Background: an optimization exercise with open tools, aiming at small area. Do not read the settings as production practice.
The RTL was checked by simulation tests, not by an equivalence proof against the original design.
Power is estimated from default activity; no workload was simulated.

--- flow/standard.sh ---
#!/bin/bash
# synth_recipe.tcl (not shown) runs the flow's synth.tcl, then flattens the netlist and writes it again
# the make line also repeats each setting of config.mk as NAME=value (left out here)
make -C /OpenROAD-flow-scripts/flow DESIGN_CONFIG=/design/flow/config.mk WORK_HOME=/design/flow/orfs CLKGATE_MAP_FILE= SYNTH_SCRIPT=/design/flow/synth_recipe.tcl "${@:-finish}"
--- flow/flow/run.sh ---
#!/bin/bash
set -euo pipefail
export BUFFER_PORTS_ARGS="-buffer_cell sky130_fd_sc_hd__buf_1"
export REMOVE_ABC_BUFFERS=1
export CTS_ARGS="-buf_list sky130_fd_sc_hd__clkbuf_8 -sink_clustering_enable -dont_use_dummy_load -repair_clock_nets"
bash standard.sh > standard.log 2>&1
--- flow/constraint.sdc ---
create_clock -name core_clock -period 10.0 [get_ports {clk}]
set_input_delay 2.0000 -clock core_clock [delete_from_list [all_inputs] [get_ports {clk}]]
set_output_delay 2.0000 -clock core_clock [all_outputs]
set_load 0.01 [all_outputs]
--- flow/design.v ---
module top(y, x, c0, c1, c2, clk, rst);
input clk;
input rst;
input [7:0] x;
input [7:0] c0;
input [7:0] c1;
input [7:0] c2;
output [15:0] y;
reg [7:0] xd;
reg [7:0] c0d;
reg [15:0] s2q;
wire [7:0] xg;
wire [7:0] xdg;
wire rstn = ~rst;
and_cell ug0 (.a(x[0]), .b(rstn), .y(xg[0]));
and_cell ugd0 (.a(xd[0]), .b(rstn), .y(xdg[0]));
and_cell ug1 (.a(x[1]), .b(rstn), .y(xg[1]));
and_cell ugd1 (.a(xd[1]), .b(rstn), .y(xdg[1]));
and_cell ug2 (.a(x[2]), .b(rstn), .y(xg[2]));
and_cell ugd2 (.a(xd[2]), .b(rstn), .y(xdg[2]));
and_cell ug3 (.a(x[3]), .b(rstn), .y(xg[3]));
and_cell ugd3 (.a(xd[3]), .b(rstn), .y(xdg[3]));
and_cell ug4 (.a(x[4]), .b(rstn), .y(xg[4]));
and_cell ugd4 (.a(xd[4]), .b(rstn), .y(xdg[4]));
and_cell ug5 (.a(x[5]), .b(rstn), .y(xg[5]));
and_cell ugd5 (.a(xd[5]), .b(rstn), .y(xdg[5]));
and_cell ug6 (.a(x[6]), .b(rstn), .y(xg[6]));
and_cell ugd6 (.a(xd[6]), .b(rstn), .y(xdg[6]));
and_cell ug7 (.a(x[7]), .b(rstn), .y(xg[7]));
and_cell ugd7 (.a(xd[7]), .b(rstn), .y(xdg[7]));
wire [15:0] s2n;
wire p1;
wire p2;
wire p3;
wire p4;
wire p5;
wire p6;
wire p7;
wire p8;
wire p9;
wire p10;
wire p11;
wire p12;
wire p13;
wire p14;
wire p15;
wire p16;
wire p17;
wire p18;
wire p19;
wire p20;
wire p21;
wire p22;
wire p23;
wire p24;
wire p25;
wire p26;
wire p27;
wire p28;
wire p29;
wire p30;
wire p31;
wire p32;
wire p33;
wire p34;
wire p35;
wire p36;
wire p37;
wire p38;
wire p39;
wire p40;
wire p41;
wire p42;
wire p43;
wire p44;
wire p45;
wire p46;
wire p47;
wire p48;
wire p49;
wire p50;
wire p51;
wire p52;
wire p53;
wire p54;
wire p55;
wire p56;
wire p57;
wire p58;
wire p59;
wire p60;
wire p61;
wire p62;
wire p63;
wire p64;
wire p65;
wire p66;
wire p67;
wire p68;
wire p69;
wire p70;
wire p71;
wire p72;
wire p73;
wire p74;
wire p75;
wire p76;
wire p77;
wire p78;
wire p79;
wire p80;
wire p81;
wire p82;
wire p83;
wire p84;
wire p85;
wire p86;
wire p87;
wire p88;
wire p89;
wire p90;
wire p91;
wire p92;
wire p93;
wire p94;
wire p95;
wire p96;
wire p97;
wire p98;
wire p99;
wire p100;
wire p101;
wire p102;
wire p103;
wire p104;
wire p105;
wire p106;
wire p107;
wire p108;
wire p109;
wire p110;
wire p111;
wire p112;
wire p113;
wire p114;
wire p115;
wire p116;
wire p117;
wire p118;
wire p119;
wire p120;
wire p121;
wire p122;
wire p123;
wire p124;
wire p125;
wire p126;
wire p127;
wire p128;
wire s129;
wire c130;
wire s131;
wire c132;
wire s133;
wire c134;
wire s135;
wire c136;
wire s137;
wire c138;
wire s139;
wire c140;
wire s141;
wire c142;
wire s143;
wire c144;
wire s145;
wire c146;
wire s147;
wire c148;
wire s149;
wire c150;
wire s151;
wire c152;
wire s153;
wire c154;
wire s155;
wire c156;
wire s157;
wire c158;
wire s159;
wire c160;
wire s161;
wire c162;
wire s163;
wire c164;
wire s165;
wire c166;
wire s167;
wire c168;
wire s169;
wire c170;
wire s171;
wire c172;
wire s173;
wire c174;
wire s175;
wire c176;
wire s177;
wire c178;
wire s179;
wire c180;
wire s181;
wire c182;
wire s183;
wire c184;
wire s185;
wire c186;
wire s187;
wire c188;
wire s189;
wire c190;
wire s191;
wire c192;
wire s193;
wire c194;
wire s195;
wire c196;
wire s197;
wire c198;
wire s199;
wire c200;
wire s201;
wire c202;
wire s203;
wire c204;
wire s205;
wire c206;
wire s207;
wire c208;
wire s209;
wire c210;
wire s211;
wire c212;
wire s213;
wire c214;
wire s215;
wire c216;
wire s217;
wire c218;
wire s219;
wire c220;
wire s221;
wire c222;
wire s223;
wire c224;
wire s225;
wire c226;
wire s227;
wire c228;
wire s229;
wire c230;
wire s231;
wire c232;
wire s233;
wire c234;
wire s235;
wire c236;
wire s237;
wire c238;
wire s239;
wire c240;
wire s241;
wire c242;
wire s243;
wire c244;
wire s245;
wire c246;
wire s247;
wire c248;
wire s249;
wire c250;
wire s251;
wire c252;
wire s253;
wire c254;
wire s255;
wire c256;
wire s257;
wire c258;
wire s259;
wire c260;
wire s261;
wire c262;
wire s263;
wire c264;
wire s265;
wire c266;
wire s267;
wire c268;
wire n269;
wire n270;
wire s271;
wire c272;
wire s273;
wire c274;
wire s275;
wire c276;
wire s277;
wire c278;
wire s279;
wire c280;
wire s281;
wire c282;
wire s283;
wire c284;
wire s285;
wire c286;
wire s287;
wire c288;
wire s289;
wire c290;
wire s291;
wire c292;
wire s293;
wire c294;
wire s295;
wire c296;
wire n297;
wire s298;
wire c299;
wire s300;
wire c301;
wire s302;
wire c303;
wire s304;
wire c305;
wire s306;
wire c307;
wire s308;
wire c309;
wire s310;
wire c311;
wire s312;
wire c313;
wire s314;
wire c315;
wire s316;
wire c317;
wire s318;
wire c319;
wire s320;
wire c321;
wire s322;
wire c323;
wire s324;
wire c325;
wire s326;
wire c327;
wire s328;
wire c329;
wire s330;
wire c331;
wire s332;
wire c333;
wire s334;
wire c335;
wire s336;
wire c337;
wire s338;
wire c339;
wire s340;
wire c341;
wire s342;
wire c343;
wire s344;
wire c345;
wire s346;
wire c347;
wire s348;
wire c349;
wire s350;
wire c351;
wire s352;
wire c353;
wire s354;
wire c355;
wire s356;
wire c357;
wire s358;
wire c359;
wire s360;
wire c361;
wire s362;
wire c363;
wire s364;
wire c365;
wire s366;
wire c367;
wire s368;
wire c369;
wire x370;
wire x371;
wire p372;
wire p373;
wire p374;
wire p375;
wire p376;
wire p377;
wire p378;
wire p379;
wire p380;
wire p381;
wire p382;
wire p383;
wire p384;
wire p385;
wire p386;
wire p387;
wire p388;
wire p389;
wire p390;
wire p391;
wire p392;
wire p393;
wire p394;
wire p395;
wire p396;
wire p397;
wire p398;
wire p399;
wire p400;
wire p401;
wire p402;
wire p403;
wire p404;
wire p405;
wire p406;
wire p407;
wire p408;
wire p409;
wire p410;
wire p411;
wire p412;
wire p413;
wire p414;
wire p415;
wire p416;
wire p417;
wire p418;
wire p419;
wire p420;
wire p421;
wire p422;
wire p423;
wire p424;
wire p425;
wire p426;
wire p427;
wire p428;
wire p429;
wire p430;
wire p431;
wire p432;
wire p433;
wire p434;
wire p435;
wire s436;
wire c437;
wire n438;
wire s439;
wire c440;
wire s441;
wire c442;
wire n443;
wire s444;
wire c445;
wire s446;
wire c447;
wire n448;
wire n449;
wire s450;
wire c451;
wire s452;
wire c453;
wire s454;
wire c455;
wire s456;
wire c457;
wire n458;
wire s459;
wire c460;
wire s461;
wire c462;
wire s463;
wire c464;
wire s465;
wire c466;
wire s467;
wire c468;
wire n469;
wire s470;
wire c471;
wire s472;
wire c473;
wire s474;
wire c475;
wire s476;
wire c477;
wire s478;
wire c479;
wire s480;
wire c481;
wire n482;
wire s483;
wire c484;
wire s485;
wire c486;
wire s487;
wire c488;
wire s489;
wire c490;
wire s491;
wire c492;
wire s493;
wire c494;
wire s495;
wire c496;
wire n497;
wire s498;
wire c499;
wire s500;
wire c501;
wire s502;
wire c503;
wire s504;
wire c505;
wire s506;
wire c507;
wire s508;
wire c509;
wire s510;
wire c511;
wire s512;
wire c513;
wire n514;
wire s515;
wire c516;
wire s517;
wire c518;
wire s519;
wire c520;
wire s521;
wire c522;
wire s523;
wire c524;
wire s525;
wire c526;
wire n527;
wire s528;
wire c529;
wire s530;
wire c531;
wire n532;
wire s533;
wire c534;
wire s535;
wire c536;
wire s537;
wire c538;
wire s539;
wire c540;
wire s541;
wire c542;
wire s543;
wire c544;
wire s545;
wire c546;
wire n547;
wire s548;
wire c549;
wire n550;
wire s551;
wire c552;
wire s553;
wire c554;
wire s555;
wire c556;
wire s557;
wire c558;
wire s559;
wire c560;
wire n561;
wire n562;
wire s563;
wire c564;
wire s565;
wire c566;
wire s567;
wire c568;
wire s569;
wire c570;
wire s571;
wire c572;
wire n573;
wire s574;
wire c575;
wire s576;
wire c577;
wire s578;
wire c579;
wire s580;
wire c581;
wire s582;
wire c583;
wire s584;
wire c585;
wire s586;
wire c587;
wire s588;
wire c589;
wire s590;
wire c591;
wire s592;
wire c593;
wire x594;
wire x595;
wire [5:0] t596;
wire y597;
wire y598;
wire y599;
wire y600;
wire y601;
wire y602;
nand_cell u1 (.a(xdg[0]), .b(c0d[0]), .y(p1));
nand_cell u2 (.a(xdg[0]), .b(c0d[1]), .y(p2));
nand_cell u3 (.a(xdg[0]), .b(c0d[2]), .y(p3));
nand_cell u4 (.a(xdg[0]), .b(c0d[3]), .y(p4));
nand_cell u5 (.a(xdg[0]), .b(c0d[4]), .y(p5));
nand_cell u6 (.a(xdg[0]), .b(c0d[5]), .y(p6));
nand_cell u7 (.a(xdg[0]), .b(c0d[6]), .y(p7));
and_cell u8 (.a(xdg[0]), .b(c0d[7]), .y(p8));
nand_cell u9 (.a(xdg[1]), .b(c0d[0]), .y(p9));
nand_cell u10 (.a(xdg[1]), .b(c0d[1]), .y(p10));
nand_cell u11 (.a(xdg[1]), .b(c0d[2]), .y(p11));
nand_cell u12 (.a(xdg[1]), .b(c0d[3]), .y(p12));
nand_cell u13 (.a(xdg[1]), .b(c0d[4]), .y(p13));
nand_cell u14 (.a(xdg[1]), .b(c0d[5]), .y(p14));
nand_cell u15 (.a(xdg[1]), .b(c0d[6]), .y(p15));
and_cell u16 (.a(xdg[1]), .b(c0d[7]), .y(p16));
nand_cell u17 (.a(xdg[2]), .b(c0d[0]), .y(p17));
nand_cell u18 (.a(xdg[2]), .b(c0d[1]), .y(p18));
nand_cell u19 (.a(xdg[2]), .b(c0d[2]), .y(p19));
nand_cell u20 (.a(xdg[2]), .b(c0d[3]), .y(p20));
nand_cell u21 (.a(xdg[2]), .b(c0d[4]), .y(p21));
nand_cell u22 (.a(xdg[2]), .b(c0d[5]), .y(p22));
nand_cell u23 (.a(xdg[2]), .b(c0d[6]), .y(p23));
and_cell u24 (.a(xdg[2]), .b(c0d[7]), .y(p24));
nand_cell u25 (.a(xdg[3]), .b(c0d[0]), .y(p25));
nand_cell u26 (.a(xdg[3]), .b(c0d[1]), .y(p26));
nand_cell u27 (.a(xdg[3]), .b(c0d[2]), .y(p27));
nand_cell u28 (.a(xdg[3]), .b(c0d[3]), .y(p28));
nand_cell u29 (.a(xdg[3]), .b(c0d[4]), .y(p29));
nand_cell u30 (.a(xdg[3]), .b(c0d[5]), .y(p30));
nand_cell u31 (.a(xdg[3]), .b(c0d[6]), .y(p31));
and_cell u32 (.a(xdg[3]), .b(c0d[7]), .y(p32));
nand_cell u33 (.a(xdg[4]), .b(c0d[0]), .y(p33));
nand_cell u34 (.a(xdg[4]), .b(c0d[1]), .y(p34));
nand_cell u35 (.a(xdg[4]), .b(c0d[2]), .y(p35));
nand_cell u36 (.a(xdg[4]), .b(c0d[3]), .y(p36));
nand_cell u37 (.a(xdg[4]), .b(c0d[4]), .y(p37));
nand_cell u38 (.a(xdg[4]), .b(c0d[5]), .y(p38));
nand_cell u39 (.a(xdg[4]), .b(c0d[6]), .y(p39));
and_cell u40 (.a(xdg[4]), .b(c0d[7]), .y(p40));
nand_cell u41 (.a(xdg[5]), .b(c0d[0]), .y(p41));
nand_cell u42 (.a(xdg[5]), .b(c0d[1]), .y(p42));
nand_cell u43 (.a(xdg[5]), .b(c0d[2]), .y(p43));
nand_cell u44 (.a(xdg[5]), .b(c0d[3]), .y(p44));
nand_cell u45 (.a(xdg[5]), .b(c0d[4]), .y(p45));
nand_cell u46 (.a(xdg[5]), .b(c0d[5]), .y(p46));
nand_cell u47 (.a(xdg[5]), .b(c0d[6]), .y(p47));
and_cell u48 (.a(xdg[5]), .b(c0d[7]), .y(p48));
nand_cell u49 (.a(xdg[6]), .b(c0d[0]), .y(p49));
nand_cell u50 (.a(xdg[6]), .b(c0d[1]), .y(p50));
nand_cell u51 (.a(xdg[6]), .b(c0d[2]), .y(p51));
nand_cell u52 (.a(xdg[6]), .b(c0d[3]), .y(p52));
nand_cell u53 (.a(xdg[6]), .b(c0d[4]), .y(p53));
nand_cell u54 (.a(xdg[6]), .b(c0d[5]), .y(p54));
nand_cell u55 (.a(xdg[6]), .b(c0d[6]), .y(p55));
and_cell u56 (.a(xdg[6]), .b(c0d[7]), .y(p56));
and_cell u57 (.a(xdg[7]), .b(c0d[0]), .y(p57));
and_cell u58 (.a(xdg[7]), .b(c0d[1]), .y(p58));
and_cell u59 (.a(xdg[7]), .b(c0d[2]), .y(p59));
and_cell u60 (.a(xdg[7]), .b(c0d[3]), .y(p60));
and_cell u61 (.a(xdg[7]), .b(c0d[4]), .y(p61));
and_cell u62 (.a(xdg[7]), .b(c0d[5]), .y(p62));
and_cell u63 (.a(xdg[7]), .b(c0d[6]), .y(p63));
nand_cell u64 (.a(xdg[7]), .b(c0d[7]), .y(p64));
nand_cell u65 (.a(xg[0]), .b(c1[0]), .y(p65));
nand_cell u66 (.a(xg[0]), .b(c1[1]), .y(p66));
nand_cell u67 (.a(xg[0]), .b(c1[2]), .y(p67));
nand_cell u68 (.a(xg[0]), .b(c1[3]), .y(p68));
nand_cell u69 (.a(xg[0]), .b(c1[4]), .y(p69));
nand_cell u70 (.a(xg[0]), .b(c1[5]), .y(p70));
nand_cell u71 (.a(xg[0]), .b(c1[6]), .y(p71));
and_cell u72 (.a(xg[0]), .b(c1[7]), .y(p72));
nand_cell u73 (.a(xg[1]), .b(c1[0]), .y(p73));
nand_cell u74 (.a(xg[1]), .b(c1[1]), .y(p74));
nand_cell u75 (.a(xg[1]), .b(c1[2]), .y(p75));
nand_cell u76 (.a(xg[1]), .b(c1[3]), .y(p76));
nand_cell u77 (.a(xg[1]), .b(c1[4]), .y(p77));
nand_cell u78 (.a(xg[1]), .b(c1[5]), .y(p78));
nand_cell u79 (.a(xg[1]), .b(c1[6]), .y(p79));
and_cell u80 (.a(xg[1]), .b(c1[7]), .y(p80));
nand_cell u81 (.a(xg[2]), .b(c1[0]), .y(p81));
nand_cell u82 (.a(xg[2]), .b(c1[1]), .y(p82));
nand_cell u83 (.a(xg[2]), .b(c1[2]), .y(p83));
nand_cell u84 (.a(xg[2]), .b(c1[3]), .y(p84));
nand_cell u85 (.a(xg[2]), .b(c1[4]), .y(p85));
nand_cell u86 (.a(xg[2]), .b(c1[5]), .y(p86));
nand_cell u87 (.a(xg[2]), .b(c1[6]), .y(p87));
and_cell u88 (.a(xg[2]), .b(c1[7]), .y(p88));
nand_cell u89 (.a(xg[3]), .b(c1[0]), .y(p89));
nand_cell u90 (.a(xg[3]), .b(c1[1]), .y(p90));
nand_cell u91 (.a(xg[3]), .b(c1[2]), .y(p91));
nand_cell u92 (.a(xg[3]), .b(c1[3]), .y(p92));
nand_cell u93 (.a(xg[3]), .b(c1[4]), .y(p93));
nand_cell u94 (.a(xg[3]), .b(c1[5]), .y(p94));
nand_cell u95 (.a(xg[3]), .b(c1[6]), .y(p95));
and_cell u96 (.a(xg[3]), .b(c1[7]), .y(p96));
nand_cell u97 (.a(xg[4]), .b(c1[0]), .y(p97));
nand_cell u98 (.a(xg[4]), .b(c1[1]), .y(p98));
nand_cell u99 (.a(xg[4]), .b(c1[2]), .y(p99));
nand_cell u100 (.a(xg[4]), .b(c1[3]), .y(p100));
nand_cell u101 (.a(xg[4]), .b(c1[4]), .y(p101));
nand_cell u102 (.a(xg[4]), .b(c1[5]), .y(p102));
nand_cell u103 (.a(xg[4]), .b(c1[6]), .y(p103));
and_cell u104 (.a(xg[4]), .b(c1[7]), .y(p104));
nand_cell u105 (.a(xg[5]), .b(c1[0]), .y(p105));
nand_cell u106 (.a(xg[5]), .b(c1[1]), .y(p106));
nand_cell u107 (.a(xg[5]), .b(c1[2]), .y(p107));
nand_cell u108 (.a(xg[5]), .b(c1[3]), .y(p108));
nand_cell u109 (.a(xg[5]), .b(c1[4]), .y(p109));
nand_cell u110 (.a(xg[5]), .b(c1[5]), .y(p110));
nand_cell u111 (.a(xg[5]), .b(c1[6]), .y(p111));
and_cell u112 (.a(xg[5]), .b(c1[7]), .y(p112));
nand_cell u113 (.a(xg[6]), .b(c1[0]), .y(p113));
nand_cell u114 (.a(xg[6]), .b(c1[1]), .y(p114));
nand_cell u115 (.a(xg[6]), .b(c1[2]), .y(p115));
nand_cell u116 (.a(xg[6]), .b(c1[3]), .y(p116));
nand_cell u117 (.a(xg[6]), .b(c1[4]), .y(p117));
nand_cell u118 (.a(xg[6]), .b(c1[5]), .y(p118));
nand_cell u119 (.a(xg[6]), .b(c1[6]), .y(p119));
and_cell u120 (.a(xg[6]), .b(c1[7]), .y(p120));
and_cell u121 (.a(xg[7]), .b(c1[0]), .y(p121));
and_cell u122 (.a(xg[7]), .b(c1[1]), .y(p122));
and_cell u123 (.a(xg[7]), .b(c1[2]), .y(p123));
and_cell u124 (.a(xg[7]), .b(c1[3]), .y(p124));
and_cell u125 (.a(xg[7]), .b(c1[4]), .y(p125));
and_cell u126 (.a(xg[7]), .b(c1[5]), .y(p126));
and_cell u127 (.a(xg[7]), .b(c1[6]), .y(p127));
nand_cell u128 (.a(xg[7]), .b(c1[7]), .y(p128));
ha_cell u130 (.a(p1), .b(p65), .s(s129), .co(c130));
fa_cell u132 (.a(p2), .b(p9), .c(p66), .s(s131), .co(c132));
fa_cell u134 (.a(p73), .b(c130), .c(s131), .s(s133), .co(c134));
ha_cell u136 (.a(p3), .b(p10), .s(s135), .co(c136));
fa_cell u138 (.a(p17), .b(p67), .c(p74), .s(s137), .co(c138));
fa_cell u140 (.a(p81), .b(s135), .c(c132), .s(s139), .co(c140));
fa_cell u142 (.a(s137), .b(c134), .c(s139), .s(s141), .co(c142));
ha_cell u144 (.a(p4), .b(p11), .s(s143), .co(c144));
fa_cell u146 (.a(p18), .b(p25), .c(p68), .s(s145), .co(c146));
fa_cell u148 (.a(p75), .b(p82), .c(p89), .s(s147), .co(c148));
fa_cell u150 (.a(c136), .b(s143), .c(c138), .s(s149), .co(c150));
fa_cell u152 (.a(s145), .b(s147), .c(c140), .s(s151), .co(c152));
fa_cell u154 (.a(s149), .b(s151), .c(c142), .s(s153), .co(c154));
ha_cell u156 (.a(p5), .b(p12), .s(s155), .co(c156));
fa_cell u158 (.a(p19), .b(p26), .c(p33), .s(s157), .co(c158));
fa_cell u160 (.a(p69), .b(p76), .c(p83), .s(s159), .co(c160));
fa_cell u162 (.a(p90), .b(p97), .c(c144), .s(s161), .co(c162));
fa_cell u164 (.a(s155), .b(c146), .c(c148), .s(s163), .co(c164));
fa_cell u166 (.a(s157), .b(s159), .c(s161), .s(s165), .co(c166));
fa_cell u168 (.a(c150), .b(s163), .c(s165), .s(s167), .co(c168));
fa_cell u170 (.a(c152), .b(s167), .c(c154), .s(s169), .co(c170));
ha_cell u172 (.a(p6), .b(p13), .s(s171), .co(c172));
fa_cell u174 (.a(p20), .b(p27), .c(p34), .s(s173), .co(c174));
fa_cell u176 (.a(p41), .b(p70), .c(p77), .s(s175), .co(c176));
fa_cell u178 (.a(p84), .b(p91), .c(p98), .s(s177), .co(c178));
fa_cell u180 (.a(p105), .b(c156), .c(s171), .s(s179), .co(c180));
fa_cell u182 (.a(c158), .b(c160), .c(s173), .s(s181), .co(c182));
fa_cell u184 (.a(s175), .b(s177), .c(c162), .s(s183), .co(c184));
fa_cell u186 (.a(s179), .b(c164), .c(s181), .s(s185), .co(c186));
fa_cell u188 (.a(c166), .b(s183), .c(s185), .s(s187), .co(c188));
fa_cell u190 (.a(c168), .b(s187), .c(c170), .s(s189), .co(c190));
ha_cell u192 (.a(p7), .b(p14), .s(s191), .co(c192));
fa_cell u194 (.a(p21), .b(p28), .c(p35), .s(s193), .co(c194));
fa_cell u196 (.a(p42), .b(p49), .c(p71), .s(s195), .co(c196));
fa_cell u198 (.a(p78), .b(p85), .c(p92), .s(s197), .co(c198));
fa_cell u200 (.a(p99), .b(p106), .c(p113), .s(s199), .co(c200));
fa_cell u202 (.a(c172), .b(s191), .c(c174), .s(s201), .co(c202));
fa_cell u204 (.a(c176), .b(c178), .c(s193), .s(s203), .co(c204));
fa_cell u206 (.a(s195), .b(s197), .c(s199), .s(s205), .co(c206));
fa_cell u208 (.a(c180), .b(c182), .c(s201), .s(s207), .co(c208));
fa_cell u210 (.a(s203), .b(s205), .c(c184), .s(s209), .co(c210));
fa_cell u212 (.a(c186), .b(s207), .c(s209), .s(s211), .co(c212));
fa_cell u214 (.a(c188), .b(s211), .c(c190), .s(s213), .co(c214));
ha_cell u216 (.a(p8), .b(p15), .s(s215), .co(c216));
fa_cell u218 (.a(p22), .b(p29), .c(p36), .s(s217), .co(c218));
fa_cell u220 (.a(p43), .b(p50), .c(p57), .s(s219), .co(c220));
fa_cell u222 (.a(p72), .b(p79), .c(p86), .s(s221), .co(c222));
fa_cell u224 (.a(p93), .b(p100), .c(p107), .s(s223), .co(c224));
fa_cell u226 (.a(p114), .b(p121), .c(c192), .s(s225), .co(c226));
fa_cell u228 (.a(s215), .b(c194), .c(c196), .s(s227), .co(c228));
fa_cell u230 (.a(c198), .b(c200), .c(s217), .s(s229), .co(c230));
fa_cell u232 (.a(s219), .b(s221), .c(s223), .s(s231), .co(c232));
fa_cell u234 (.a(s225), .b(c202), .c(c204), .s(s233), .co(c234));
fa_cell u236 (.a(s227), .b(c206), .c(s229), .s(s235), .co(c236));
fa_cell u238 (.a(s231), .b(c208), .c(s233), .s(s237), .co(c238));
fa_cell u240 (.a(s235), .b(c210), .c(s237), .s(s239), .co(c240));
fa_cell u242 (.a(c212), .b(s239), .c(c214), .s(s241), .co(c242));
fa_cell u244 (.a(p16), .b(p23), .c(p30), .s(s243), .co(c244));
fa_cell u246 (.a(p37), .b(p44), .c(p51), .s(s245), .co(c246));
fa_cell u248 (.a(p58), .b(p80), .c(p87), .s(s247), .co(c248));
fa_cell u250 (.a(p94), .b(p101), .c(p108), .s(s249), .co(c250));
fa_cell u252 (.a(p115), .b(p122), .c(c216), .s(s251), .co(c252));
fa_cell u254 (.a(c218), .b(c220), .c(c222), .s(s253), .co(c254));
fa_cell u256 (.a(c224), .b(s243), .c(s245), .s(s255), .co(c256));
fa_cell u258 (.a(s247), .b(s249), .c(c226), .s(s257), .co(c258));
fa_cell u260 (.a(s251), .b(c228), .c(c230), .s(s259), .co(c260));
fa_cell u262 (.a(s253), .b(c232), .c(s255), .s(s261), .co(c262));
fa_cell u264 (.a(s257), .b(c234), .c(c236), .s(s263), .co(c264));
fa_cell u266 (.a(s259), .b(s261), .c(c238), .s(s265), .co(c266));
fa_cell u268 (.a(s263), .b(c240), .c(s265), .s(s267), .co(c268));
assign n269 = ~s267;
assign n270 = ~c242;
ha_cell u272 (.a(n269), .b(n270), .s(s271), .co(c272));
ha_cell u274 (.a(p24), .b(p31), .s(s273), .co(c274));
fa_cell u276 (.a(p38), .b(p45), .c(p52), .s(s275), .co(c276));
fa_cell u278 (.a(p59), .b(p88), .c(p95), .s(s277), .co(c278));
fa_cell u280 (.a(p102), .b(p109), .c(p116), .s(s279), .co(c280));
fa_cell u282 (.a(p123), .b(s273), .c(c244), .s(s281), .co(c282));
fa_cell u284 (.a(c246), .b(c248), .c(c250), .s(s283), .co(c284));
fa_cell u286 (.a(s275), .b(s277), .c(s279), .s(s285), .co(c286));
fa_cell u288 (.a(c252), .b(c254), .c(s281), .s(s287), .co(c288));
fa_cell u290 (.a(s283), .b(c256), .c(s285), .s(s289), .co(c290));
fa_cell u292 (.a(c258), .b(c260), .c(c262), .s(s291), .co(c292));
fa_cell u294 (.a(s287), .b(s289), .c(c264), .s(s293), .co(c294));
fa_cell u296 (.a(s291), .b(c266), .c(s293), .s(s295), .co(c296));
assign n297 = ~c272;
fa_cell u299 (.a(c268), .b(s295), .c(n297), .s(s298), .co(c299));
fa_cell u301 (.a(p32), .b(p39), .c(p46), .s(s300), .co(c301));
fa_cell u303 (.a(p53), .b(p60), .c(p96), .s(s302), .co(c303));
fa_cell u305 (.a(p103), .b(p110), .c(p117), .s(s304), .co(c305));
fa_cell u307 (.a(p124), .b(c274), .c(c276), .s(s306), .co(c307));
fa_cell u309 (.a(c278), .b(c280), .c(s300), .s(s308), .co(c309));
fa_cell u311 (.a(s302), .b(s304), .c(c282), .s(s310), .co(c311));
fa_cell u313 (.a(c284), .b(s306), .c(c286), .s(s312), .co(c313));
fa_cell u315 (.a(s308), .b(s310), .c(c288), .s(s314), .co(c315));
fa_cell u317 (.a(c290), .b(s312), .c(c292), .s(s316), .co(c317));
fa_cell u319 (.a(s314), .b(c294), .c(s316), .s(s318), .co(c319));
fa_cell u321 (.a(c296), .b(s318), .c(c299), .s(s320), .co(c321));
fa_cell u323 (.a(p40), .b(p47), .c(p54), .s(s322), .co(c323));
fa_cell u325 (.a(p61), .b(p104), .c(p111), .s(s324), .co(c325));
fa_cell u327 (.a(p118), .b(p125), .c(c301), .s(s326), .co(c327));
fa_cell u329 (.a(c303), .b(c305), .c(s322), .s(s328), .co(c329));
fa_cell u331 (.a(s324), .b(c307), .c(c309), .s(s330), .co(c331));
fa_cell u333 (.a(s326), .b(s328), .c(c311), .s(s332), .co(c333));
fa_cell u335 (.a(c313), .b(s330), .c(s332), .s(s334), .co(c335));
fa_cell u337 (.a(c315), .b(c317), .c(s334), .s(s336), .co(c337));
fa_cell u339 (.a(c319), .b(s336), .c(c321), .s(s338), .co(c339));
fa_cell u341 (.a(p48), .b(p55), .c(p62), .s(s340), .co(c341));
fa_cell u343 (.a(p112), .b(p119), .c(p126), .s(s342), .co(c343));
fa_cell u345 (.a(c323), .b(c325), .c(s340), .s(s344), .co(c345));
fa_cell u347 (.a(s342), .b(c327), .c(c329), .s(s346), .co(c347));
fa_cell u349 (.a(s344), .b(c331), .c(s346), .s(s348), .co(c349));
fa_cell u351 (.a(c333), .b(s348), .c(c335), .s(s350), .co(c351));
fa_cell u353 (.a(s350), .b(c337), .c(c339), .s(s352), .co(c353));
fa_cell u355 (.a(p56), .b(p63), .c(p120), .s(s354), .co(c355));
fa_cell u357 (.a(p127), .b(c341), .c(c343), .s(s356), .co(c357));
fa_cell u359 (.a(s354), .b(c345), .c(s356), .s(s358), .co(c359));
fa_cell u361 (.a(c347), .b(s358), .c(c349), .s(s360), .co(c361));
fa_cell u363 (.a(s360), .b(c351), .c(c353), .s(s362), .co(c363));
fa_cell u365 (.a(p64), .b(p128), .c(c355), .s(s364), .co(c365));
fa_cell u367 (.a(c357), .b(s364), .c(c359), .s(s366), .co(c367));
fa_cell u369 (.a(s366), .b(c361), .c(c363), .s(s368), .co(c369));
assign x370 = c365 ^ c367;
assign x371 = x370 ^ c369;
nand_cell u372 (.a(x[0]), .b(c2[0]), .y(p372));
nand_cell u373 (.a(x[0]), .b(c2[1]), .y(p373));
nand_cell u374 (.a(x[0]), .b(c2[2]), .y(p374));
nand_cell u375 (.a(x[0]), .b(c2[3]), .y(p375));
nand_cell u376 (.a(x[0]), .b(c2[4]), .y(p376));
nand_cell u377 (.a(x[0]), .b(c2[5]), .y(p377));
nand_cell u378 (.a(x[0]), .b(c2[6]), .y(p378));
and_cell u379 (.a(x[0]), .b(c2[7]), .y(p379));
nand_cell u380 (.a(x[1]), .b(c2[0]), .y(p380));
nand_cell u381 (.a(x[1]), .b(c2[1]), .y(p381));
nand_cell u382 (.a(x[1]), .b(c2[2]), .y(p382));
nand_cell u383 (.a(x[1]), .b(c2[3]), .y(p383));
nand_cell u384 (.a(x[1]), .b(c2[4]), .y(p384));
nand_cell u385 (.a(x[1]), .b(c2[5]), .y(p385));
nand_cell u386 (.a(x[1]), .b(c2[6]), .y(p386));
and_cell u387 (.a(x[1]), .b(c2[7]), .y(p387));
nand_cell u388 (.a(x[2]), .b(c2[0]), .y(p388));
nand_cell u389 (.a(x[2]), .b(c2[1]), .y(p389));
nand_cell u390 (.a(x[2]), .b(c2[2]), .y(p390));
nand_cell u391 (.a(x[2]), .b(c2[3]), .y(p391));
nand_cell u392 (.a(x[2]), .b(c2[4]), .y(p392));
nand_cell u393 (.a(x[2]), .b(c2[5]), .y(p393));
nand_cell u394 (.a(x[2]), .b(c2[6]), .y(p394));
and_cell u395 (.a(x[2]), .b(c2[7]), .y(p395));
nand_cell u396 (.a(x[3]), .b(c2[0]), .y(p396));
nand_cell u397 (.a(x[3]), .b(c2[1]), .y(p397));
nand_cell u398 (.a(x[3]), .b(c2[2]), .y(p398));
nand_cell u399 (.a(x[3]), .b(c2[3]), .y(p399));
nand_cell u400 (.a(x[3]), .b(c2[4]), .y(p400));
nand_cell u401 (.a(x[3]), .b(c2[5]), .y(p401));
nand_cell u402 (.a(x[3]), .b(c2[6]), .y(p402));
and_cell u403 (.a(x[3]), .b(c2[7]), .y(p403));
nand_cell u404 (.a(x[4]), .b(c2[0]), .y(p404));
nand_cell u405 (.a(x[4]), .b(c2[1]), .y(p405));
nand_cell u406 (.a(x[4]), .b(c2[2]), .y(p406));
nand_cell u407 (.a(x[4]), .b(c2[3]), .y(p407));
nand_cell u408 (.a(x[4]), .b(c2[4]), .y(p408));
nand_cell u409 (.a(x[4]), .b(c2[5]), .y(p409));
nand_cell u410 (.a(x[4]), .b(c2[6]), .y(p410));
and_cell u411 (.a(x[4]), .b(c2[7]), .y(p411));
nand_cell u412 (.a(x[5]), .b(c2[0]), .y(p412));
nand_cell u413 (.a(x[5]), .b(c2[1]), .y(p413));
nand_cell u414 (.a(x[5]), .b(c2[2]), .y(p414));
nand_cell u415 (.a(x[5]), .b(c2[3]), .y(p415));
nand_cell u416 (.a(x[5]), .b(c2[4]), .y(p416));
nand_cell u417 (.a(x[5]), .b(c2[5]), .y(p417));
nand_cell u418 (.a(x[5]), .b(c2[6]), .y(p418));
and_cell u419 (.a(x[5]), .b(c2[7]), .y(p419));
nand_cell u420 (.a(x[6]), .b(c2[0]), .y(p420));
nand_cell u421 (.a(x[6]), .b(c2[1]), .y(p421));
nand_cell u422 (.a(x[6]), .b(c2[2]), .y(p422));
nand_cell u423 (.a(x[6]), .b(c2[3]), .y(p423));
nand_cell u424 (.a(x[6]), .b(c2[4]), .y(p424));
nand_cell u425 (.a(x[6]), .b(c2[5]), .y(p425));
nand_cell u426 (.a(x[6]), .b(c2[6]), .y(p426));
and_cell u427 (.a(x[6]), .b(c2[7]), .y(p427));
and_cell u428 (.a(x[7]), .b(c2[0]), .y(p428));
and_cell u429 (.a(x[7]), .b(c2[1]), .y(p429));
and_cell u430 (.a(x[7]), .b(c2[2]), .y(p430));
and_cell u431 (.a(x[7]), .b(c2[3]), .y(p431));
and_cell u432 (.a(x[7]), .b(c2[4]), .y(p432));
and_cell u433 (.a(x[7]), .b(c2[5]), .y(p433));
and_cell u434 (.a(x[7]), .b(c2[6]), .y(p434));
nand_cell u435 (.a(x[7]), .b(c2[7]), .y(p435));
ha_cell u437 (.a(s2q[0]), .b(p372), .s(s436), .co(c437));
assign n438 = ~s436;
ha_cell u440 (.a(s2q[1]), .b(p373), .s(s439), .co(c440));
fa_cell u442 (.a(p380), .b(c437), .c(s439), .s(s441), .co(c442));
assign n443 = ~s441;
fa_cell u445 (.a(s2q[2]), .b(p374), .c(p381), .s(s444), .co(c445));
fa_cell u447 (.a(p388), .b(c440), .c(s444), .s(s446), .co(c447));
assign n448 = ~c442;
assign n449 = ~s446;
ha_cell u451 (.a(n448), .b(n449), .s(s450), .co(c451));
fa_cell u453 (.a(s2q[3]), .b(p375), .c(p382), .s(s452), .co(c453));
fa_cell u455 (.a(p389), .b(p396), .c(c445), .s(s454), .co(c455));
fa_cell u457 (.a(s452), .b(c447), .c(s454), .s(s456), .co(c457));
assign n458 = ~s456;
ha_cell u460 (.a(c451), .b(n458), .s(s459), .co(c460));
fa_cell u462 (.a(s2q[4]), .b(p376), .c(p383), .s(s461), .co(c462));
fa_cell u464 (.a(p390), .b(p397), .c(p404), .s(s463), .co(c464));
fa_cell u466 (.a(c453), .b(s461), .c(s463), .s(s465), .co(c466));
fa_cell u468 (.a(c455), .b(s465), .c(c457), .s(s467), .co(c468));
assign n469 = ~s467;
ha_cell u471 (.a(c460), .b(n469), .s(s470), .co(c471));
fa_cell u473 (.a(s2q[5]), .b(p377), .c(p384), .s(s472), .co(c473));
fa_cell u475 (.a(p391), .b(p398), .c(p405), .s(s474), .co(c475));
fa_cell u477 (.a(p412), .b(c462), .c(c464), .s(s476), .co(c477));
fa_cell u479 (.a(s472), .b(s474), .c(s476), .s(s478), .co(c479));
fa_cell u481 (.a(c466), .b(s478), .c(c468), .s(s480), .co(c481));
assign n482 = ~s480;
ha_cell u484 (.a(c471), .b(n482), .s(s483), .co(c484));
fa_cell u486 (.a(s2q[6]), .b(p378), .c(p385), .s(s485), .co(c486));
fa_cell u488 (.a(p392), .b(p399), .c(p406), .s(s487), .co(c488));
fa_cell u490 (.a(p413), .b(p420), .c(c473), .s(s489), .co(c490));
fa_cell u492 (.a(c475), .b(s485), .c(s487), .s(s491), .co(c492));
fa_cell u494 (.a(c477), .b(s489), .c(s491), .s(s493), .co(c494));
fa_cell u496 (.a(c479), .b(s493), .c(c481), .s(s495), .co(c496));
assign n497 = ~s495;
ha_cell u499 (.a(c484), .b(n497), .s(s498), .co(c499));
fa_cell u501 (.a(s2q[7]), .b(p379), .c(p386), .s(s500), .co(c501));
fa_cell u503 (.a(p393), .b(p400), .c(p407), .s(s502), .co(c503));
fa_cell u505 (.a(p414), .b(p421), .c(p428), .s(s504), .co(c505));
fa_cell u507 (.a(c486), .b(c488), .c(s500), .s(s506), .co(c507));
fa_cell u509 (.a(s502), .b(s504), .c(c490), .s(s508), .co(c509));
fa_cell u511 (.a(c492), .b(s506), .c(s508), .s(s510), .co(c511));
fa_cell u513 (.a(c494), .b(s510), .c(c496), .s(s512), .co(c513));
assign n514 = ~s512;
ha_cell u516 (.a(c499), .b(n514), .s(s515), .co(c516));
fa_cell u518 (.a(p387), .b(p394), .c(p401), .s(s517), .co(c518));
fa_cell u520 (.a(p408), .b(p415), .c(p422), .s(s519), .co(c520));
fa_cell u522 (.a(p429), .b(c501), .c(c503), .s(s521), .co(c522));
fa_cell u524 (.a(c505), .b(s517), .c(s519), .s(s523), .co(c524));
fa_cell u526 (.a(c507), .b(s521), .c(s523), .s(s525), .co(c526));
assign n527 = ~s2q[8];
fa_cell u529 (.a(n527), .b(c509), .c(s525), .s(s528), .co(c529));
fa_cell u531 (.a(c511), .b(s528), .c(c513), .s(s530), .co(c531));
assign n532 = ~s530;
ha_cell u534 (.a(c516), .b(n532), .s(s533), .co(c534));
fa_cell u536 (.a(s2q[9]), .b(p395), .c(p402), .s(s535), .co(c536));
fa_cell u538 (.a(p409), .b(p416), .c(p423), .s(s537), .co(c538));
fa_cell u540 (.a(p430), .b(c518), .c(c520), .s(s539), .co(c540));
fa_cell u542 (.a(s535), .b(s537), .c(c522), .s(s541), .co(c542));
fa_cell u544 (.a(s539), .b(c524), .c(s541), .s(s543), .co(c544));
fa_cell u546 (.a(c526), .b(s543), .c(c529), .s(s545), .co(c546));
assign n547 = ~c534;
fa_cell u549 (.a(s545), .b(c531), .c(n547), .s(s548), .co(c549));
assign n550 = ~s548;
fa_cell u552 (.a(s2q[10]), .b(p403), .c(p410), .s(s551), .co(c552));
fa_cell u554 (.a(p417), .b(p424), .c(p431), .s(s553), .co(c554));
fa_cell u556 (.a(c536), .b(c538), .c(s551), .s(s555), .co(c556));
fa_cell u558 (.a(s553), .b(c540), .c(s555), .s(s557), .co(c558));
fa_cell u560 (.a(c542), .b(s557), .c(c544), .s(s559), .co(c560));
assign n561 = ~s559;
assign n562 = ~c546;
ha_cell u564 (.a(n561), .b(n562), .s(s563), .co(c564));
fa_cell u566 (.a(s2q[11]), .b(p411), .c(p418), .s(s565), .co(c566));
fa_cell u568 (.a(p425), .b(p432), .c(c552), .s(s567), .co(c568));
fa_cell u570 (.a(c554), .b(s565), .c(c556), .s(s569), .co(c570));
fa_cell u572 (.a(s567), .b(c558), .c(s569), .s(s571), .co(c572));
assign n573 = ~c564;
fa_cell u575 (.a(s571), .b(c560), .c(n573), .s(s574), .co(c575));
fa_cell u577 (.a(s2q[12]), .b(p419), .c(p426), .s(s576), .co(c577));
fa_cell u579 (.a(p433), .b(c566), .c(s576), .s(s578), .co(c579));
fa_cell u581 (.a(c568), .b(s578), .c(c570), .s(s580), .co(c581));
fa_cell u583 (.a(s580), .b(c572), .c(c575), .s(s582), .co(c583));
fa_cell u585 (.a(s2q[13]), .b(p427), .c(p434), .s(s584), .co(c585));
fa_cell u587 (.a(c577), .b(s584), .c(c579), .s(s586), .co(c587));
fa_cell u589 (.a(s586), .b(c581), .c(c583), .s(s588), .co(c589));
fa_cell u591 (.a(s2q[14]), .b(p435), .c(c585), .s(s590), .co(c591));
fa_cell u593 (.a(s590), .b(c587), .c(c589), .s(s592), .co(c593));
assign x594 = s2q[15] ^ c591;
assign x595 = x594 ^ c593;
inc_and6 u596 (.a({~s592, ~s588, ~s582, ~s574, s563, ~c549}), .t(t596));
assign y597 = s563 ^ t596[0];
assign y598 = ~(s574 ^ t596[1]);
assign y599 = ~(s582 ^ t596[2]);
assign y600 = ~(s588 ^ t596[3]);
assign y601 = ~(s592 ^ t596[4]);
assign y602 = x595 ^ t596[5];
assign y[0] = n438;
assign s2n[0] = s129;
assign y[1] = n443;
assign s2n[1] = s133;
assign y[2] = s450;
assign s2n[2] = s141;
assign y[3] = s459;
assign s2n[3] = s153;
assign y[4] = s470;
assign s2n[4] = s169;
assign y[5] = s483;
assign s2n[5] = s189;
assign y[6] = s498;
assign s2n[6] = s213;
assign y[7] = s515;
assign s2n[7] = s241;
assign y[8] = s533;
assign s2n[8] = s271;
assign y[9] = n550;
assign s2n[9] = s298;
assign y[10] = y597;
assign s2n[10] = s320;
assign y[11] = y598;
assign s2n[11] = s338;
assign y[12] = y599;
assign s2n[12] = s352;
assign y[13] = y600;
assign s2n[13] = s362;
assign y[14] = y601;
assign s2n[14] = s368;
assign y[15] = y602;
assign s2n[15] = x371;
always @(posedge clk) begin
  xd <= xg;
  c0d <= c0;
  s2q <= s2n;
end
endmodule
module fa_cell(input a, input b, input c, output s, output co);
assign s = a ^ b ^ c;
assign co = (a & b) | (a & c) | (b & c);
endmodule
module ha_cell(input a, input b, output s, output co);
assign s = a ^ b;
assign co = a & b;
endmodule
module inc_and6(input [5:0] a, output [5:0] t);
genvar i;
assign t[0] = a[0];
generate for (i = 1; i < 6; i = i + 1) begin : g
  assign t[i] = &a[i:0];
end endgenerate
endmodule
module nand_cell(input a, input b, output y);
assign y = ~(a & b);
endmodule
module and_cell(input a, input b, output y);
assign y = a & b;
endmodule
module gate_cell(input a, input r, output y);
assign y = a & ~r;
endmodule
--- flow/config.mk ---
export PLATFORM = sky130hd
export DESIGN_NAME = top
export DESIGN_NICKNAME = top
export VERILOG_FILES = /design/flow/design.v
export SDC_FILE = /design/flow/constraint.sdc
export NUM_CORES = 4
export LEC_CHECK = 0
export CAP_MARGIN = 20
export CORE_MARGIN = 2
export CORE_UTILIZATION = 40
export CTS_BUF_LIST = sky130_fd_sc_hd__clkbuf_8
export GPL_TIMING_DRIVEN = 0
export SLEW_MARGIN = 20
export SYNTH_HIERARCHICAL = 1
export SYNTH_MINIMUM_KEEP_SIZE = 0
==> parameters.txt, run 1 <==
Parameter                              Value

Power and ir drop
  Power share of the sequential group    10.7%
  Logic pwr share    84.2%
  Net switching fraction of the power    50.4%
  Worst vdd rail ir drop    226 uV
  Clock group share of total power    5.1%
  Design Power    1830 uW
  Internal cell power    909 uW
  P_leak    0.00208 uW
  Pwr Density    309 mW/mm^2
  Switching power total    923 uW

Die
  Die X    122 um
  I/O pins    50
  Placeable Area    0.0138 sq mm
  Die Footprint    0.0149 sq mm
  Vertical extent of the die    122 um
  Initial core utilization    40.5%
  Total number of placement rows    43

Setup path
  Endpoint arrival time on the critical path    7440 ps
  End point of the critical path    y[15]
  Worst reg2reg startpoint    xd[0]
  R2R depth    21
  Type of the setup path with the least slack    in -> out
  Crit path capture type    output pin
  Register-to-Register Setup Slack    3000 ps
  Type of origin of the critical path    input port
  Biggest fanout along the worst timing path    9
  Worst endpoint required time    8000 ps
  Capture point of the worst reg-to-reg path    s2q[15]
  CP startpoint    x[2]

STA
  Worst-case headroom to the max-slew limit    63.3%
  Setup repair after global routing missed its margin    no
  Final Hold Vio Count    0
  Final setup violation count    0
  Min Tclk post-route    9440 ps
  Worst slew pin tran    550 ps
  Achievable frequency    106 MHz
  Number of pins with negative max-slew slack in the final report    0
  Share of the cycle needed by the critical path after routing    94.4%
  Final sum of negative setup slack    0 ps
  Minimum hold slack    711 ps
  Final setup skew    13.9 ps

Clock tree
  Quantity of gates resized following cts    0
  CTS root buffer    clkbuf_8
  CTS tree    yes
  Number of clock sinks seen by CTS    32
  Clock input transition at the sequential cells of the worst setup and hold paths    70 ps
  Clock latency on the worst-skew pair    300 ps
  Inserted Clock Buffers    5
  Max Buffers Root-to-Sink    2
  Deepest level of the CTS H-tree    2
  Setup bufs post-CTS    0
  Hold Buf Count CTS    0

Placed design
  DP Area    0.00586 sq mm
  HPWL reported at the end of detailed placement    10.0 mm
  Port-buffer cells    49
  Final GP Congestion    0.870

Global routing
  Initial antenna violation count    0
  Global-route wire length before repair    20.5 mm
  Largest net degree at the start of global routing    17
  Overall routing resource usage    18.2%
  Total global routing overflow    0
  Via count of the first global-routing pass    4107

Drt
  Met3 wire length    843 um
  Residual DRC    0
  Drt initial violations    243
  Avg WL per Cell    17.4 um
  Routed Wire Length    12.3 mm
  Vias after detailed routing    3540
  Post-DR vias/cell    5.01
  Post-Route M1 WL    4.57 mm
  Number of iterations in the first detailed-routing pass    4
  Post-DRT Antenna Nets    0
  Met2 wire length    6.72 mm
  Top layer used by detailed routing    met4

Finish
  Most frequent cells in the layout    171 x fa_1, 151 x nand2_1, 58 x and2_1
  Count of nets after finishing    753
  Fin area    0.00593 sq mm
  Fill count    1356
  Most common cell after layout, fill and taps aside    fa_1
  Diodes inserted    0
  Area taken by multi-input logic gates    0.00472 sq mm
  Area taken by flip-flops and latches    641 sq um
  Layout overhead on the synthesized area    6.28%
  Proportion of layout cells with a drive suffix above 1    1.33%

Synthesis
  Syn avg cell area    11.4 sq um
  Post-synthesis register bit count    32
  Seq/Total Area, Yosys    11.5%
  Post-Synthesis Cells    490
  Synthesized cell area    0.00558 sq mm
  Cell variety after synth    14
  Number of warning messages in the yosys log    7

Run status
  Outcome    complete, no violations

Flow run
  Max-cap viol count    0

Worst hold path
  Worst hold path type    reg -> reg
## layout make-up
cell class / instances / share of cell area, %
Clock buffer: 5 / 1.16
Multi-Input combinational cell: 416 / 79.6
Tap cell: 180 / 3.80
Inverter: 25 / 1.58
Timing Repair Buffer: 49 / 3.10
Sequential cell: 32 / 10.8
## registers in the layout, indices dropped and copies added (netlist names)
name,flops
c0d,8
s2q,16
xd,8
## worst min path at each step
stage                     slack, ps  endpoint  cells past startpoint  startpoint
final                           710    s2q[0]                      2      c0d[0]
after global routing            770    s2q[0]                      2      c0d[0]
after CTS                       740    s2q[0]                      2      c0d[0]
after detailed placement        700    s2q[0]                      2      c0d[0]
after global placement          690    s2q[0]                      2      c0d[0]
after floorplan                 550    s2q[0]                      2      c0d[0]
## per-layer routing
metal	track usage, %	vias up
met5	0	-
met4	3.74	0
li1	-	1526
met1	23.7	1874
met2	32.1	124
met3	3.42	16
## through the flow
step / std cells / util (%) / setup WS [ps]
5_1_grt: 707 / 43.1 / 255
3_5_place_dp: 702 / 42.6 / 499
2_1_floorplan: 473 / - / 1260
4_1_cts: 707 / 43.1 / 482
3_3_place_gp: 702 / 42.6 / 519
6_report: 707 / 43.1 / 562
## cell usage after synthesis, drive strengths merged
library cell	instances	area [sq um]
inv	25	93.8
xor2	2	17.5
xnor2	8	70.1
and3	2	13.8
dfxtp	32	641
fa	171	3420
nor2	2	7.51
nand3	2	10.0
nand2	151	567
and2	59	372
buf	17	128
ha	19	238
## modules after synthesis (local to each module, per instance)
| module | times used | flops+latches | cells inside | cell area, sq um |
|---|---|---|---|---|
| ha_cell | 19 | 0 | 1 | 12.5 |
| and_cell | 58 | 0 | 1 | 6.26 |
| nand_cell | 150 | 0 | 1 | 3.75 |
| inc_and6 | 1 | 0 | 9 | 51.3 |
| fa_cell | 171 | 0 | 1 | 20.0 |
| top | 1 | 32 | 83 | 942 |
## cell families after synthesis
logic type,Yosys count,synth area share (%)
simple gates,216,17.4
fa+ha+maj,190,65.6
buf+inv,42,3.97
flops,32,11.5
xor+xnor,10,1.57
## power by group through the flow
stage	Sequential [uW]	Clock (uW)	Combinational, uW
4_1_cts	197	98.0	1600
2_1_floorplan	193	0	1210
5_1_grt	201	104	1810
3_5_place_dp	200	0	1590
6_report	196	93.6	1540
3_3_place_gp	200	0	1570
## critical path, stage by stage
cell and delay (ps):
buf_1 370, nand2_1 170, fa_1 460, fa_1 390
fa_1 520, fa_1 440, fa_1 390, inv_1 70
ha_1 130, inv_1 40, fa_1 370, fa_1 390
fa_1 380, fa_1 480, inv_1 80, nand3_1 70
nor2_1 140, xor2_1 200, xnor2_1 140, buf_1 180
==> run 2: changes to the inputs <==
==> flow/flow/run.sh (replaced) <==
#!/bin/bash
set -euo pipefail
export BUFFER_PORTS_ARGS="-buffer_cell sky130_fd_sc_hd__buf_1"
export CTS_ARGS="-root_buf sky130_fd_sc_hd__clkbuf_8 -buf_list sky130_fd_sc_hd__clkbuf_4 -sink_clustering_enable -dont_use_dummy_load -repair_clock_nets"
bash standard.sh > standard.log 2>&1
--- a/flow/config.mk
+++ b/flow/config.mk
@@ -11,3 +11,2 @@
 export CTS_BUF_LIST = sky130_fd_sc_hd__clkbuf_8
-export GPL_TIMING_DRIVEN = 0
 export SLEW_MARGIN = 20
==> run 2 against run 1 <==
Final cell count increased by 0.28%. Wire length rose by 2.1%. Critical path type unchanged. Maximum frequency up 1.1%. Via count up 1.6%. Sequential power about the same. Flip-flop and latch count stayed put.
==> parameters.txt, run 2 <==
Parameter                              Value

Run status
  Outcome    complete, no violations

Setup path
  Endpoint arrival time on the critical path    7340 ps
  End point of the critical path    y[15]
  Worst endpoint required time    8000 ps
  Capture point of the worst reg-to-reg path    s2q[15]
  CP startpoint    x[6]
  Type of the setup path with the least slack    in -> out
  Worst reg2reg startpoint    xd[1]
  Biggest fanout along the worst timing path    9
  R2R depth    21
  Type of origin of the critical path    input port
  Crit path capture type    output pin
  Register-to-Register Setup Slack    2960 ps

Drt
  Avg WL per Cell    17.7 um
  Drt initial violations    164
  Post-DR vias/cell    5.07
  Number of iterations in the first detailed-routing pass    4
  Vias after detailed routing    3596
  Post-DRT Antenna Nets    0
  Routed Wire Length    12.5 mm
  Residual DRC    0

Clock tree
  Inserted Clock Buffers    5
  Hold Buf Count CTS    0
  CTS tree    yes
  Deepest level of the CTS H-tree    2
  Clock latency on the worst-skew pair    280 ps
  Max Buffers Root-to-Sink    2
  Setup bufs post-CTS    0
  Clock input transition at the sequential cells of the worst setup and hold paths    60 ps
  Quantity of gates resized following cts    0
  CTS root buffer    clkbuf_8
  Number of clock sinks seen by CTS    32

Synthesis
  Number of warning messages in the yosys log    7
  Synthesized-area fraction occupied by and/or/nand/nor cells    17.4%
  Post-Synthesis Cells    490
  Seq/Total Area, Yosys    11.5%
  Cell type contributing the most total cell area after synthesis    fa_1
  Leading cell types by total area after synthesis    fa_1 61%, dfxtp_1 11%, nand2_1 10%, and2_1 6.5%, ha_1 4.3%
  Number of enable-type register cells in the synthesized netlist    0
  Post-synthesis share of cell area spent on full adders, half adders and majority gates    65.6%
  Synthesized-area fraction occupied by ao, oa, aoi and oai cells    0%
  Flip-flop cell with the highest count after synthesis    dfxtp_1
  Area share of xor/xnor cells in the synthesized design    1.57%
  Share of async-settable or async-resettable flops after synthesis    0%
  Syn avg cell area    11.4 sq um
  Combinational family with the most area after synthesis    adder cells
  Yosys top cell area share    61.3%
  Ranking of synthesized cells by instance count    171 x fa_1, 151 x nand2_1, 58 x and2_1
  Multiplexer share of the synthesized area    0%
  Synthesized cell area    0.00558 sq mm
  Post-synthesis register bit count    32
  Cell variety after synth    14
  Most used standard cell by instance count after synthesis    fa_1

Power and ir drop
  Switching power total    919 uW
  Worst vdd rail ir drop    289 uV
  P_leak    0.00209 uW
  Power share of the sequential group    10.8%
  Pwr Density    308 mW/mm^2
  Internal cell power    910 uW
  Logic pwr share    84.5%
  Clock group share of total power    4.7%
  Net switching fraction of the power    50.2%

STA
  Worst slew pin tran    543 ps
  Setup repair after global routing missed its margin    no
  Final setup skew    10.4 ps
  Final Hold Vio Count    0
  Worst-case headroom to the max-slew limit    63.8%
  Achievable frequency    107 MHz
  Min Tclk post-route    9340 ps
  Share of the cycle needed by the critical path after routing    93.4%
  Final sum of negative setup slack    0 ps
  Final setup violation count    0
  Number of pins with negative max-slew slack in the final report    0
  Setup slack after layout    662 ps

Die
  Die X    122 um
  Total number of placement rows    43
  Initial core utilization    40.5%
  I/O pins    50
  Placeable Area    0.0138 sq mm
  Vertical extent of the die    122 um
  Die Footprint    0.0149 sq mm

Global routing
  Via count of the first global-routing pass    4252
  Initial antenna violation count    0
  Largest net degree at the start of global routing    17
  Met3 track utilization from global routing    3.28%
  Met2 demand-to-capacity share in global routing    33.0%
  Overall routing resource usage    18.5%
  Met1 Resource Use GR    23.0%
  Most heavily used metal layer in global routing    met2
  Total global routing overflow    0
  Global-route wire length before repair    20.7 mm

Placed design
  Place WS    608 ps
  Port-buffer cells    49
  Final GP Congestion    0.912
  HPWL reported at the end of detailed placement    10.4 mm

Finish
  Most frequent cells in the layout    171 x fa_1, 151 x nand2_1, 58 x and2_1
  Most common cell after layout, fill and taps aside    fa_1
  Largest register FFs    16
  Fill count    1366
  Layout overhead on the synthesized area    6.55%
  Diodes inserted    0
  Count of nets after finishing    755
  Largest registers    s2q (16), c0d (8), xd (8)
  Biggest register    s2q
  Proportion of layout cells with a drive suffix above 1    1.70%

Worst hold path
  Worst hold path type    reg -> reg

Flow run
  Max-cap viol count    0
## run 2: cell counts after synthesis
Identical to the previous run, type by type.
## run 2: cell type report
cell class                 count  area [sq um]  area share [%]
clock buffer                   5          68.8            1.16
inverter                      25          93.8            1.58
multi-input combinational    416          4720            79.4
sequential                    32           641            10.8
tap                          180           225            3.79
timing repair buffer          51           199            3.35
## run 2: worst min-delay path by stage
stage / depth (start not counted) / endpoint / from
floorplan: 2 / s2q[0] / c0d[0]
global placement: 2 / s2q[0] / c0d[0]
detailed placement: 2 / s2q[0] / c0d[0]
CTS: 2 / s2q[0] / c0d[0]
global route: 2 / s2q[0] / c0d[0]
finish: 2 / s2q[0] / c0d[0]
## run 2: logic make-up (layout without fill, tap and decap cells)
kind of cell             count (synthesis)  after routing
buffers and inverters                   42             81
AND/OR/NAND/NOR                        216            216
flip-flops                              32             32
XOR/XNOR                                10             10
adder cells (fa/ha/maj)                190            190
## run 2: metal layers
layer  wire, um  vias up
li1           -     1533
met1       4750     1893
met2       6710      141
met3        706       29
met4        352        0
met5          0        -
## run 2: modules after synthesis (local to each module, per instance)
module / cells / times used / flops+latches
nand_cell: 1 / 150 / 0
top: 83 / 1 / 32
fa_cell: 1 / 171 / 0
inc_and6: 9 / 1 / 0
and_cell: 1 / 58 / 0
ha_cell: 1 / 19 / 0
## run 2: worst max-delay path, cell delays in order
cell	delay, ps
buf_1	360
nand2_1	160
fa_1	440
fa_1	580
fa_1	430
fa_1	390
fa_1	380
inv_1	60
ha_1	130
inv_1	40
fa_1	370
fa_1	390
fa_1	390
fa_1	480
inv_1	70
nand3_1	70
nor2_1	110
xor2_1	190
xnor2_1	130
buf_1	160
## run 2: power groups by stage
stage,Combinational (uW),Sequential [uW],Clock [uW]
detailed placement,1600,201,0
global route,1810,202,98.0
global placement,1560,201,0
CTS,1600,198,91.0
finish,1550,197,86.7
floorplan,1530,193,0
## run 2: per-stage QoR
stage	util (%)	cells	total power, uW	area, sq um	hold WS (ps)
after detailed placement	42.7	704	1800	5880	691
after CTS	43.2	709	1890	5950	715
after floorplan	-	490	1730	5580	551
final	43.2	709	1830	5950	725
after global placement	42.7	704	1760	5880	693
after global routing	43.2	709	2110	5950	747
==> run 3: changes to the inputs <==
==> flow/flow/run.sh (replaced) <==
#!/bin/bash
set -euo pipefail
export BUFFER_PORTS_ARGS="-buffer_cell sky130_fd_sc_hd__buf_1"
export CTS_ARGS="-buf_list sky130_fd_sc_hd__clkbuf_16 -sink_clustering_enable -sink_clustering_size 32 -sink_clustering_max_diameter 500 -dont_use_dummy_load -repair_clock_nets"
bash standard.sh > standard.log 2>&1
==> run 3 against run 2 <==
Utilization is 0.41 points higher. Power grew 2.7%. Maximum frequency is essentially flat. Global-route usage grew 0.12 points. Critical path depth unchanged. Final cell count stayed put. Clock-buffer cell count stayed put. Via count is 0.14% lower. Sequential share of layout area is 0.10 points lower. Combinational power barely moved. Critical endpoint unchanged. Largest power group unchanged.
==> parameters.txt, run 3 <==
Parameter                              Value

Drt
  Avg WL per Cell    17.7 um
  Residual DRC    0
  Post-DRT Antenna Nets    0
  Met3 wire length    859 um
  Drt initial violations    147
  Post-Route M1 WL    4.54 mm
  Routed Wire Length    12.6 mm
  Met2 wire length    6.83 mm
  Vias after detailed routing    3591
  Top layer used by detailed routing    met4
  Post-DR vias/cell    5.06
  Number of iterations in the first detailed-routing pass    4

Finish
  Proportion of layout cells with a drive suffix above 1    1.70%
  Fill count    1367
  Area taken by flip-flops and latches    641 sq um
  Most frequent cells in the layout    171 x fa_1, 151 x nand2_1, 58 x and2_1
  Largest registers    s2q (16), c0d (8), xd (8)
  Area taken by multi-input logic gates    0.00472 sq mm
  Biggest register    s2q
  Layout overhead on the synthesized area    7.56%
  Diodes inserted    0
  Final Util    43.6%
  Count of nets after finishing    755
  Most common cell after layout, fill and taps aside    fa_1
  Fin area    0.00600 sq mm
  Largest register FFs    16

Power and ir drop
  Worst vdd rail ir drop    289 uV
  Pwr Density    313 mW/mm^2
  P_leak    0.00211 uW

Clock tree
  Clock input transition at the sequential cells of the worst setup and hold paths    50 ps
  CTS tree    yes
  Max Buffers Root-to-Sink    2
  Hold Buf Count CTS    0
  Inserted Clock Buffers    5
  CTS root buffer    clkbuf_16
  Setup bufs post-CTS    0
  Quantity of gates resized following cts    0
  Deepest level of the CTS H-tree    2
  Number of clock sinks seen by CTS    32
  Clock latency on the worst-skew pair    280 ps

Die
  Die Footprint    0.0149 sq mm
  Total number of placement rows    43
  Initial core utilization    40.5%
  Vertical extent of the die    122 um
  I/O pins    50
  Placeable Area    0.0138 sq mm
  Die X    122 um

Synthesis
  Cell variety after synth    14
  Share of async-settable or async-resettable flops after synthesis    0%
  Most used standard cell by instance count after synthesis    fa_1
  Synthesized cell area    0.00558 sq mm
  Leading cell types by total area after synthesis    fa_1 61%, dfxtp_1 11%, nand2_1 10%, and2_1 6.5%, ha_1 4.3%
  Yosys top cell area share    61.3%
  Number of warning messages in the yosys log    7
  Cell type contributing the most total cell area after synthesis    fa_1
  Post-synthesis register bit count    32
  Ranking of synthesized cells by instance count    171 x fa_1, 151 x nand2_1, 58 x and2_1
  Syn avg cell area    11.4 sq um
  Flip-flop cell with the highest count after synthesis    dfxtp_1
  Seq/Total Area, Yosys    11.5%
  Post-Synthesis Cells    490
  Number of enable-type register cells in the synthesized netlist    0

STA
  Achievable frequency    107 MHz
  Setup repair after global routing missed its margin    no
  Final setup skew    9.50 ps
  Share of the cycle needed by the critical path after routing    93.4%
  Final sum of negative setup slack    0 ps
  Worst-case headroom to the max-slew limit    64.4%
  Worst slew pin tran    534 ps
  Min Tclk post-route    9340 ps
  Final Hold Vio Count    0
  Number of pins with negative max-slew slack in the final report    0
  Final setup violation count    0

Global routing
  Initial antenna violation count    0
  Via count of the first global-routing pass    4273
  Largest net degree at the start of global routing    17
  Total global routing overflow    0
  Overall routing resource usage    18.7%
  Global-route wire length before repair    20.8 mm

Setup path
  Biggest fanout along the worst timing path    9
  Endpoint arrival time on the critical path    7340 ps
  Type of origin of the critical path    input port
  Worst endpoint required time    8000 ps
  Crit path capture type    output pin
  Type of the setup path with the least slack    in -> out

Run status
  Outcome    complete, no violations

Placed design
  DP Area    0.00588 sq mm
  Final GP Congestion    0.912
  Port-buffer cells    49
  HPWL reported at the end of detailed placement    10.4 mm

Flow run
  Max-cap viol count    0

Worst hold path
  Worst hold path type    reg -> reg
-- run 3: power breakdown --
part	switching [uW]	internal [uW]	leakage (uW)	total, uW
Sequential	23.4	174	0.000269	197
Clock	47.7	87.3	0.0000616	135
Combinational	854	692	0.00178	1550
-- run 3: area by class of cell --
cell class | instances | share of cell area (%)
Multi-Input combinational cell | 416 | 78.6
Sequential cell | 32 | 10.7
Tap cell | 180 | 3.75
Timing Repair Buffer | 51 | 3.31
Clock buffer | 5 | 2.08
Inverter | 25 | 1.56
-- run 3: metrics by stage --
| step | hold slack, ps | power [uW] | std cells | setup slack, ps |
|---|---|---|---|---|
| after floorplan | 551 | 1730 | 490 | 1190 |
| after global placement | 693 | 1760 | 704 | 715 |
| after detailed placement | 691 | 1800 | 704 | 608 |
| after CTS | 711 | 1940 | 709 | 607 |
| after global routing | 743 | 2160 | 709 | 386 |
| final | 723 | 1880 | 709 | 662 |
-- run 3: per-module statistics from Yosys, one instance, submodules excluded --
module     cells  copies in the design  area [sq um]  flip-flops and latches
ha_cell        1                    19          12.5                       0
and_cell       1                    58          6.26                       0
top           83                     1           942                      32
inc_and6       9                     1          51.3                       0
nand_cell      1                   150          3.75                       0
fa_cell        1                   171          20.0                       0
-- run 3: path summary, 6_finish.rpt --
check               from       to  slack [ps]  cells after the start
setup / recovery    x[4]    y[15]         660                     20
hold / removal    c0d[0]   s2q[0]         720                      2
hold reg to reg   c0d[0]   s2q[0]         720                      2
setup reg to reg   xd[1]  s2q[15]        2960                     21
-- run 3: metal layers --
layer  track usage (%)  vias to the layer above
met2              33.0                      136
li1                  -                     1531
met5                 0                        -
met4              5.75                        0
met1              22.8                     1893
met3              4.21                       31
-- run 3: worst max-delay path: stages --
cell	delay (ps)
buf_1	350
nand2_1	150
fa_1	570
fa_1	440
fa_1	460
fa_1	390
fa_1	380
inv_1	60
ha_1	130
inv_1	40
fa_1	370
fa_1	390
fa_1	390
fa_1	480
inv_1	70
nand3_1	70
nor2_1	110
xor2_1	190
xnor2_1	130
buf_1	160
-- run 3: cells by family after synthesis --
kind of cell             Yosys count  synth area share [%]
XOR/XNOR                          10                  1.57
flip-flops                        32                  11.5
AND/OR/NAND/NOR                  216                  17.4
adder cells (fa/ha/maj)          190                  65.6
buffers and inverters             42                  3.97

-- separate check: timing with driven ports --
The results above use ideal ports. As a check the final layouts listed here were re-extracted and re-timed, cells and wires unchanged. Step 1 sets driving cells, clkbuf_16 on the clock port and buf_2 on the other inputs (assumed; they add their load-dependent delay and slew). Step 2 also shifts input and output timing later by t, the mid clock arrival at the registers, as if the neighbouring blocks saw the same clock. Three values: ideal ports, drivers, drivers and shift; two values: the first two.
| run | t, ns | setup slack, ns | hold WS [ns] |
|---|---|---|---|
| run 1 | 0.320 | 0.562 / 0.539 / 0.539 | 0.711 / 0.711 / 0.711 |
| run 2 | 0.312 | 0.662 / 0.641 / 0.641 | 0.725 / 0.725 / 0.725 |
| run 3 | 0.311 | 0.662 / 0.636 / 0.636 | 0.723 / 0.723 / 0.723 |
After both steps every run listed still meets setup and hold. For run 3, which loses most, drivers alone change the setup slack by -0.026 ns; drivers and shift together by -0.026 ns.
